This design comes from an exercise in tuning for small area on the open sky130 flow, not from production work. Function was checked by simulation only, so behaviour that the tests miss may differ from the original. Power and IR drop assume default switching activity.

==> flow/design.v (excerpt) <==
module LedMatrix (
  output     [34:0]   io_col,
  output     [5:0]    io_row,
  input               bus_write,
  input      [6:0]    bus_address,
  input      [31:0]   bus_writeData,
  input               clk,
  input               reset
);
==> flow/config.mk <==
export PLATFORM = sky130hd
export DESIGN_NAME = LedMatrix
export DESIGN_NICKNAME = LedMatrix
export VERILOG_FILES = /design/flow/design.v
export SDC_FILE = /design/flow/constraint.sdc
export NUM_CORES = 4
export LEC_CHECK = 0
export CAP_MARGIN = 5
export CORE_MARGIN = 2
export CORE_UTILIZATION = 55
export CTS_BUF_LIST = sky130_fd_sc_hd__clkbuf_8
export CTS_CLUSTER_DIAMETER = 100
export CTS_CLUSTER_SIZE = 18
export PLACE_DENSITY = 0.7
export SLEW_MARGIN = 5
==> flow/constraint.sdc <==
create_clock -name core_clock -period 10.0 [get_ports {clk}]
set_input_delay 2.0000 -clock core_clock [delete_from_list [all_inputs] [get_ports {clk}]]
set_output_delay 2.0000 -clock core_clock [all_outputs]
set_load 0.01 [all_outputs]
standard.sh (not shown) runs the stock make flow with config.mk's settings and CLKGATE_MAP_FILE= SYNTH_SCRIPT=/design/flow/synth_recipe.tcl, a recipe that flattens the netlist after the stock synthesis.
==> flow/flow/run.sh <==
#!/bin/bash
# The standard layout (standard.sh), with one change to synthesis: Yosys's abc call maps the
# combinational logic with flow/area.abc, an area-oriented script, in place of ORFS's speed
# script. Everything else in synth_recipe.tcl (and so every register) is as the standard
# synthesis makes it.
# Port buffers are buf_1 cells.
set -euo pipefail
W=$(pwd)
cat > "$W/own_synth.tcl" <<TCL
# synth_recipe.tcl, with the -script of every abc call pointing at flow/area.abc
proc abc {args} {
  set i [lsearch -exact \$args -script]
  if {\$i >= 0} { lset args [expr {\$i + 1}] $W/flow/area.abc }
  yosys abc {*}\$args
}
source $W/synth_recipe.tcl
TCL
sed "s|SYNTH_SCRIPT=[^ ]*|SYNTH_SCRIPT=$W/own_synth.tcl|" standard.sh > own_standard.sh
grep -q "SYNTH_SCRIPT=$W/own_synth.tcl" own_standard.sh
# port buffers: the smallest buffer (ORFS otherwise picks clkdlybuf4s50_1)
bash own_standard.sh "BUFFER_PORTS_ARGS=-buffer_cell sky130_fd_sc_hd__buf_1" finish > "$W/flow_make.log" 2>&1
==> flow/flow/area.abc <==
strash
&get -n
&dch
&nf -R 1000
&put
strash
&get -n
&dch
&nf -R 1000
&put
Rerun with:
CAP_MARGIN = 0   (was 5)
CORE_UTILIZATION = 70   (was 55)
CTS_BUF_LIST = sky130_fd_sc_hd__clkbuf_16   (was sky130_fd_sc_hd__clkbuf_8)
CTS_CLUSTER_SIZE = 30   (was 18)
PLACE_DENSITY = 0.8   (was 0.7)
SLEW_MARGIN = 0   (was 5)
Outcome: With this change the flow completed and failed the layout checks on capacitance limit, slew limit. Cell area decreases by 0.61%. Count of clock-buffer cells in the layout is lower by 36. Routed wire length drops by 4.2%. Sequential cell count does not change.

* * *

== oak ==
LedMatrix, a different RTL version from the one above (not shown whole).
For scale: roughly 1400 flip-flops, about 83 I/O pins, roughly 52000 sq um of cells after synthesis.
export LEC_CHECK = 0
export CAP_MARGIN = 5
export CORE_MARGIN = 2
export CORE_UTILIZATION = 65
export CTS_BUF_LIST = sky130_fd_sc_hd__clkbuf_8
export CTS_CLUSTER_DIAMETER = 100
export CTS_CLUSTER_SIZE = 18
export PLACE_DENSITY = 0.75
export SLEW_MARGIN = 5
create_clock -name core_clock -period 10.0 [get_ports {clk}]
Scripts as last shown in full above: flow/flow/run.sh, flow/flow/area.abc
diff inputs: oak => pine
# oak
export LEC_CHECK = 0
export CAP_MARGIN = 5
export CORE_MARGIN = 2
export CORE_UTILIZATION = 65
export CTS_BUF_LIST = sky130_fd_sc_hd__clkbuf_8
export CTS_CLUSTER_DIAMETER = 100
export CTS_CLUSTER_SIZE = 18
export PLACE_DENSITY = 0.75
export SLEW_MARGIN = 5
create_clock -name core_clock -period 10.0 [get_ports {clk}]
# pine
export LEC_CHECK = 0
export CAP_MARGIN = 5
export CORE_MARGIN = 2
export CORE_UTILIZATION = 55
export CTS_BUF_LIST = sky130_fd_sc_hd__clkbuf_8 sky130_fd_sc_hd__clkbuf_16
export CTS_CLUSTER_DIAMETER = 100
export CTS_CLUSTER_SIZE = 18
export PLACE_DENSITY = 0.7
export SLEW_MARGIN = 5
create_clock -name core_clock -period 10.0 [get_ports {clk}]
- Delta (pine minus oak): area fraction of clock buffers and clock inverters went up, pre-CTS setup slack saw a decrease, final area higher.
- oak reports its worst setup path startpoint as rowHot[4]$_DFFE_PP0P_ while pine reports rowHot[0]$_DFFE_PP1P_.
- In the reports for oak and pine, the smaller share of power burned in the clock network belongs to oak.
- When pine is measured against oak, its diode insertion count for antenna repair turns out 6 lower.
- Reported for oak and pine, number of flops mapped to enable cells by yosys turned out identical to the last digit.
- Summary: with oak as the reference, die area in pine moved up by more than 10%.
- When pine is measured against oak, its worst slew margin relative to its limit turns out 1.1 points lower.
- Taking oak as the reference point, the number of antenna violations at the first check in global routing of pine falls by 4.
- Fraction of the cycle the final worst path needs delta for pine relative to oak: 1.4 points lower
- Re transition time of the tightest slew-check pin: pine is 17 ps up on oak.
For birch, these inputs were changed with respect to pine:
# pine
export LEC_CHECK = 0
export CAP_MARGIN = 5
export CORE_MARGIN = 2
export CORE_UTILIZATION = 55
export CTS_BUF_LIST = sky130_fd_sc_hd__clkbuf_8 sky130_fd_sc_hd__clkbuf_16
export CTS_CLUSTER_DIAMETER = 100
export CTS_CLUSTER_SIZE = 18
export PLACE_DENSITY = 0.7
export SLEW_MARGIN = 5
create_clock -name core_clock -period 10.0 [get_ports {clk}]
# birch
export LEC_CHECK = 0
export CAP_MARGIN = 5
export CORE_MARGIN = 2
export CORE_UTILIZATION = 48
export CTS_BUF_LIST = sky130_fd_sc_hd__clkbuf_8
export CTS_CLUSTER_DIAMETER = 100
export CTS_CLUSTER_SIZE = 18
export PLACE_DENSITY = 0.65
export SLEW_MARGIN = 5
create_clock -name core_clock -period 10.0 [get_ports {clk}]
[summary]
As far as detailed placement HPWL is concerned, pine and birch perform about the same. Chip width ends up lower on pine. birch against pine: quantity of I/O buffers inserted on ports ~0 delta; first-pass GRT wire length saw an increase; adder-cell share of the synthesized area neither gained nor lost much; count of inserted tapcells went up 149; core utilization went down. Looking at final design instance area without fill, birch sits 850 sq um lower than pine does. Diff pine -> birch | sequential cell area share | increase of 1.1 points. Delta (birch minus pine): switching power lower; largest net degree at the start of global routing higher.

[port drivers added, routing unchanged]
The flow's constraints put no driver on any port. The routed layouts listed below were extracted and timed again, unchanged, in two steps. Step 1 (the two cells are an assumption about what drives the block):
set clk [get_ports {clk}]
set_driving_cell -lib_cell sky130_fd_sc_hd__clkbuf_16 $clk
set_driving_cell -lib_cell sky130_fd_sc_hd__buf_2 [delete_from_list [all_inputs] $clk]
Step 2 times the ports against the registers' clock, not the clock port: input delays grow and output delays shrink by t, the midpoint of the rising clock arrivals with the driver on. Slacks: ideal / step 1 / step 2; pairs: ideal / step 1.
run	t (ns)	setup slack, ns	hold slack, ns	worst setup path after step 2	slew at the worst register clock pin (ns)
the first run of note 1	0.810	2.885 / 2.823 / 3.565	0.390 / 0.390 / 0.390	input to register	0.12 / 0.12
the second run of note 1	0.731	2.910 / 2.843 / 3.574	0.386 / 0.386 / 0.386	register to output	0.11 / 0.11
oak	0.801	2.611 / 2.543 / 3.344	0.384 / 0.384 / 0.384	register to output	0.12 / 0.12
pine	0.730	2.750 / 2.682 / 3.412	0.382 / 0.382 / 0.382	register to output	0.08 / 0.08
birch	0.809	2.590 / 2.528 / 3.337	0.393 / 0.393 / 0.393	register to output	0.12 / 0.12
